Background: an optimization exercise with open tools, aiming at small area and a short achievable clock period. Do not read the settings as production practice. No functional check of the RTL was part of any run shown here.

## flow/design.v (module list and top-level ports; edited modules follow where they fit)
// module iir_DF1_Biquad: 1853 lines
// module iir_fa: 4 lines
// module iir_ha: 4 lines
// module iir_pg: 4 lines
// module iir_pgn: 4 lines
// module iir_pgm: 4 lines
// module iir_gp: 4 lines
// module iir_gg: 3 lines
// module iir_sr: 3 lines
module iir_DF1_Biquad (
  input clk,
  input rst,
  input signed [15:0] din,
  output signed [15:0] dout
);
  // ...
==> flow/flow/run.sh <==
#!/bin/bash
# The standard layout (the standard.sh, standard synthesis unchanged) with a few
# settings changed: clock tree synthesis inserts no dummy loads, the port buffers are
# buf_2 cells instead of the default delay buffers, and timing repair aims for a
# setup slack of 6.6 ns rather than 0.
set -euo pipefail
export CTS_ARGS="-sink_clustering_enable -repair_clock_nets -buf_list sky130_fd_sc_hd__clkbuf_8 -dont_use_dummy_load"
export BUFFER_PORTS_ARGS="-buffer_cell sky130_fd_sc_hd__buf_2"
export SETUP_SLACK_MARGIN=6.6
bash standard.sh > standard.log 2>&1
==> flow/standard.sh <==
#!/bin/bash
# synth_recipe.tcl (not shown) runs the flow's synth.tcl, then flattens the netlist and writes it again
# the make line also repeats each setting of config.mk as NAME=value (left out here)
make -C /OpenROAD-flow-scripts/flow DESIGN_CONFIG=/design/flow/config.mk WORK_HOME=/design/flow/orfs CLKGATE_MAP_FILE= SYNTH_SCRIPT=/design/flow/synth_recipe.tcl "${@:-finish}"
==> flow/config.mk <==
export PLATFORM = sky130hd
export DESIGN_NAME = iir_DF1_Biquad
export DESIGN_NICKNAME = iir_DF1_Biquad
export VERILOG_FILES = /design/flow/design.v
export SDC_FILE = /design/flow/constraint.sdc
export NUM_CORES = 4
export LEC_CHECK = 0
export CAP_MARGIN = 20
export CORE_MARGIN = 2
export CORE_UTILIZATION = 60
export CTS_BUF_LIST = sky130_fd_sc_hd__clkbuf_8
export PLACE_DENSITY = 0.8
export SLEW_MARGIN = 20
export SYNTH_HIERARCHICAL = 1
export SYNTH_MINIMUM_KEEP_SIZE = 0
==> flow/constraint.sdc <==
create_clock -name core_clock -period 11.0 [get_ports {clk}]
set_input_delay 2.2000 -clock core_clock [delete_from_list [all_inputs] [get_ports {clk}]]
set_output_delay 2.2000 -clock core_clock [all_outputs]
set_load 0.01 [all_outputs]
==> impl_results.md, run 1 <==
* CP Capture Point: y[11]
* Crit path cell chain: ha_1, and2_1, fa_1, fa_1, fa_1, ha_1, a21o_1, a21o_1, a21o_1, a21o_1, a21o_1, xnor2_1, nor2_1
* Multi-input combinational gate total at 597
* Max-area cell class: multi-input gates
* Worst Path Max Fanout at 13
* Die ar. at 0.0208 mm²
* TritonCTS clock tree: yes
* Die width at 144 µm
* Status: finished clean
* Share of cells above drive strength 1 at 8.44%
* Drt first-iter violations at 436
* Synthesized flop and latch total at 132
* GR Util All Layers at 26.5%
* Worst-Margin Slew at 0.660 ns
* Compound-Gate Fraction of Synth Area at 3.49%
* R2R depth at 13
* Post-synthesis xor/xnor area fraction at 1.19%
* Clock-cell share at 1.84%
* CP max stage delay at 0.56 ns
* Final Cell Area at 0.0127 mm²
* CTS Root Cell: clkbuf_8
* Most frequent CP cell: a21o_1
* RSZ-0062 raised after global routing: no
* Clock-pin transition on the worst setup and hold timing paths at 0.09 ns
* Multi-input gate area at 0.00877 mm²
* Crit path max-delay family: adder cells
* Core box area at 0.0194 mm²
* Worst hold path cell count at 0
* Hold endpoint: c1_26
* Top flop regs: xa x16, xb x16, y x16
==> run 2, diff against run 1 <==
==> flow/flow/run.sh (replaced) <==
#!/bin/bash
# The standard layout (the standard.sh, standard synthesis unchanged) with a few
# settings changed: clock tree synthesis inserts no dummy loads, the port buffers are
# buf_2 cells instead of the default delay buffers, and timing repair aims for a
# setup slack of 6.8 ns rather than 0.
set -euo pipefail
export CTS_ARGS="-sink_clustering_enable -repair_clock_nets -buf_list sky130_fd_sc_hd__clkbuf_8 -dont_use_dummy_load"
export BUFFER_PORTS_ARGS="-buffer_cell sky130_fd_sc_hd__buf_2"
export SETUP_SLACK_MARGIN=6.8
bash standard.sh > standard.log 2>&1
==> run 2 against run 1 <==
Net effect: register-to-register slack better by 0.18 ns; fmax up 4.3%; clock-buffer cell count unchanged; first-iteration DRC count down 11%; flip-flop and latch count unchanged; cell area up 1.7%; cell count up 1.4%; via count up 1.5%; area after synthesis unchanged; worst hold slack better by 0.012 ns.
==> impl_results.md, run 2 <==
* Post-synth EDFFs at 0
* # DRC at 0
* Worst-Margin Slew at 0.665 ns (+0.00469 ns)
* CP max stage delay at 0.60 ns (+0.04 ns)
* Std-Cell Rows at 51
* Worst Skew at 0.0274 ns
* GR Util All Layers at 26.7% (+0.17 points)
* Area of the mapped netlist at 0.0118 mm²
* Fill cells at 1368
* Mapped Avg Cell Area at 14.1 µm²
* Hold path start: xb[0]
* H-tree levels at 4
* Ant diodes at 0
* Setup CP Type: flip-flop to flip-flop
* Initial Util at 61.0%
* Antenna Nets Post-Route at 0
* Synthesized flop and latch total at 132 (unchanged)
* Worst-skew pair later-pin latency at 0.45 ns
* Max-cap violation count at 0
* Layout net count at 1341
* First-pass GRT wire length at 39700 µm
* Most common library cells after synthesis: fa_1, dfxtp_1, inv_1
* Layout area overhead at 9.13%
* Hold endpoint: c0_0
* Multi-input gate area at 0.00882 mm² (+0.61%)
* Netlist cell types at 16
* Most numerous cell in the Yosys netlist: fa_1
* Place WS at 6.36 ns
* Relative slew slack at 55.7%
* First-pass DRT Iterations at 7
* Crit path cell chain: buf_12, fa_1, inv_1, fa_2, inv_2, fa_1, fa_1, ha_4, a21o_1, a21o_1, a21o_1, a21o_1, a21o_1, xnor2_1, nor2_1
* Pin count of the biggest net entering global routing at 35
* CP endpoint kind: flip-flop
* Number of buffers created by CTS at 17
* Reg2Reg Setup Slack at 6.91 ns
* Setup_tns at 0 ns
* Compound-Gate Fraction of Synth Area at 3.49% (unchanged)
* Die ar. at 0.0208 mm² (unchanged)
* Worst hold path cell count at 0 (unchanged)
* Top-area cell type share of the netlist area at 55.4%
* Most frequent CP cell: a21o_1
* Fin. max-slew vios at 0
* Fin crit share at 37.2%
* Vias at 6443
* Final WL at 25000 µm
* Initial antenna violation count at 0
* Crit path DAT at 4.40 ns
* Min cycle time layout at 4.09 ns
* Final hold vios at 0
* Total gr overflow at 0
* Register area share after synthesis at 22.3%
* Clock buffer depth at 2
* Crit path max-delay family: adder cells
* Hold Path Class: flip-flop to flip-flop
* CP Launch Type: flip-flop
* R2R depth at 15 (+2)
* Worst Path Max Fanout at 9 (-4)
* Synth top area cells: fa_1, dfxtp_1, ha_1, a21o_1, inv_1
* DR WL/cell at 21.2 µm
* WP buf/inv at 3
* Status: finished clean
* Fin Hold WS at 0.468 ns
* Post-CTS Hold Fix Bufs at 0
* Synth Area in Simple Gates at 5.78%
* # clock sinks at 132
* Clock-pin transition on the worst setup and hold timing paths at 0.07 ns (-0.02 ns)
* Routability cong. at 0.902
* Yosys warnings at 7
* Util after Layout at 66.5%
* Most frequent cells in the layout: fa_1, dfxtp_1, inv_1, ha_1, a21o_1
* Drt first-iter violations at 386 (-11%)
* Post-synthesis xor/xnor area fraction at 1.19% (unchanged)
* Top flop regs: xa x16, xb x16, y x16
* Die width at 144 µm (unchanged)
* Vias in the first global route at 7539
* FF/Latch Area at 0.00267 mm²
* Largest family of logic cells by synthesized area: adder cells
* RSZ-0062 raised after global routing: yes
* Synth area leader: fa_1
* I/O pin cnt at 34
* TritonCTS clock tree: yes
* Post-synthesis adder-cell area fraction at 63.6%
* CP required at 11.31 ns
* Die Span Y at 144 µm
* Via/cell ratio at 5.46
* Top_reg_cell synth: dfxtp_1
* Leading cell type in the layout, fill and taps excluded: fa_1
* Final setup fails at 0
* Setup slack after layout at 6.91 ns
* Core box area at 0.0194 mm² (unchanged)
* CP max stage cell: fa_1
* Synthesized netlist cell count at 839
* Mux contribution to synthesized area at 0%
* Fraction of registers with async set/reset at 0%
* CTS Root Cell: clkbuf_8
* R2r endpoint: y[11]
* Reg2reg start: y[13]
* Share of cells above drive strength 1 at 10.7% (+2.3 points)
* Dpl hpwl at 19800 µm
* I/O Buffers at 33
* Max Fclk at 245 MHz
* Mapped Nets at 1262
[run 2: layer usage]
metal	up-vias	track usage [%]	part of all wire, %
met5	-	0	0
met4	0	10.1	3.4
met3	65	4.37	4.8
met2	177	46.8	54
met1	3513	33.5	38
li1	2688	-	-
[run 2: per-stage QoR]
step / instances / area [µm²]
2_1_floorplan: 839 / 11800
3_3_place_gp: 1143 / 12400
3_5_place_dp: 1143 / 12400
4_1_cts: 1165 / 12700
5_1_grt: 1181 / 12900
6_report: 1181 / 12900
[run 2: area by class of cell]
| cell class | instances | share of cell area [%] |
|---|---|---|
| clock buffer | 17 | 1.81 |
| inverter | 107 | 3.11 |
| multi-input combinational | 597 | 68.4 |
| sequential | 132 | 20.7 |
| tap | 265 | 2.57 |
| timing repair buffer | 63 | 3.44 |
[run 2: worst max-delay path by stage]
stage	endpoint	slack, ns	from	cells past startpoint
2_1_floorplan	y[11]	6.81	y[11]	12
5_1_grt	y[14]	6.75	y[13]	15
4_1_cts	y[13]	6.80	y[13]	15
3_5_place_dp	y[12]	6.36	y[7]	13
6_report	y[11]	6.91	y[13]	15
3_3_place_gp	y[12]	6.46	y[3]	12
[run 2: repair_timing]
action	in CTS	in global routing
pin swaps	0	10
gates resized for setup	15	21
buffers inserted	5	16
setup endpoints to repair	30	15
[run 2: kinds of logic after synthesis]
| logic type | Yosys count |
|---|---|
| AOI/OAI and AO/OA | 55 |
| xor gates and xnor gates | 16 |
| adders and majority gates | 405 |
| buffers and inverters | 110 |
| DFF | 132 |
| and+or+nand+nor | 121 |
[run 2: Yosys stat by module, one instance, submodules excluded]
module,flip-flops and latches,cells inside,copies in the design
iir_ha,0,1,42
iir_DF1_Biquad,132,319,1
iir_sr,0,2,16
iir_fa,0,1,327
iir_pg,0,1,28
iir_gg,0,1,19
iir_gp,0,2,36

-- port drivers added, routing unchanged --
The results above use ideal ports. As a check the final layouts listed here were re-extracted and re-timed, cells and wires unchanged.
Step 1 (the two cells are an assumption about what drives the block):
set clk [get_ports {clk}]
set_driving_cell -lib_cell sky130_fd_sc_hd__clkbuf_16 $clk
set_driving_cell -lib_cell sky130_fd_sc_hd__buf_2 [delete_from_list [all_inputs] $clk]
Step 2 moves the port delays by t, midway between the first and last clock arrival at a register: inputs arrive t later, outputs are due t later. That takes back most of the time a late clock gives input paths.
Three values: ideal ports, drivers, drivers and shift; two values: the first two.
| run | t (ns) | setup WS [ns] | worst setup path after step 2 | worst slew at a driven data input, ns | cell pins on the clock port's net |
|---|---|---|---|---|---|
| run 1 | 0.480 | 6.733 / 6.733 / 6.733 | register to register | 0.04 | 1 |
| run 2 | 0.475 | 6.911 / 6.911 / 6.911 | register to register | 0.04 | 1 |
After both steps every run listed still meets setup and hold.
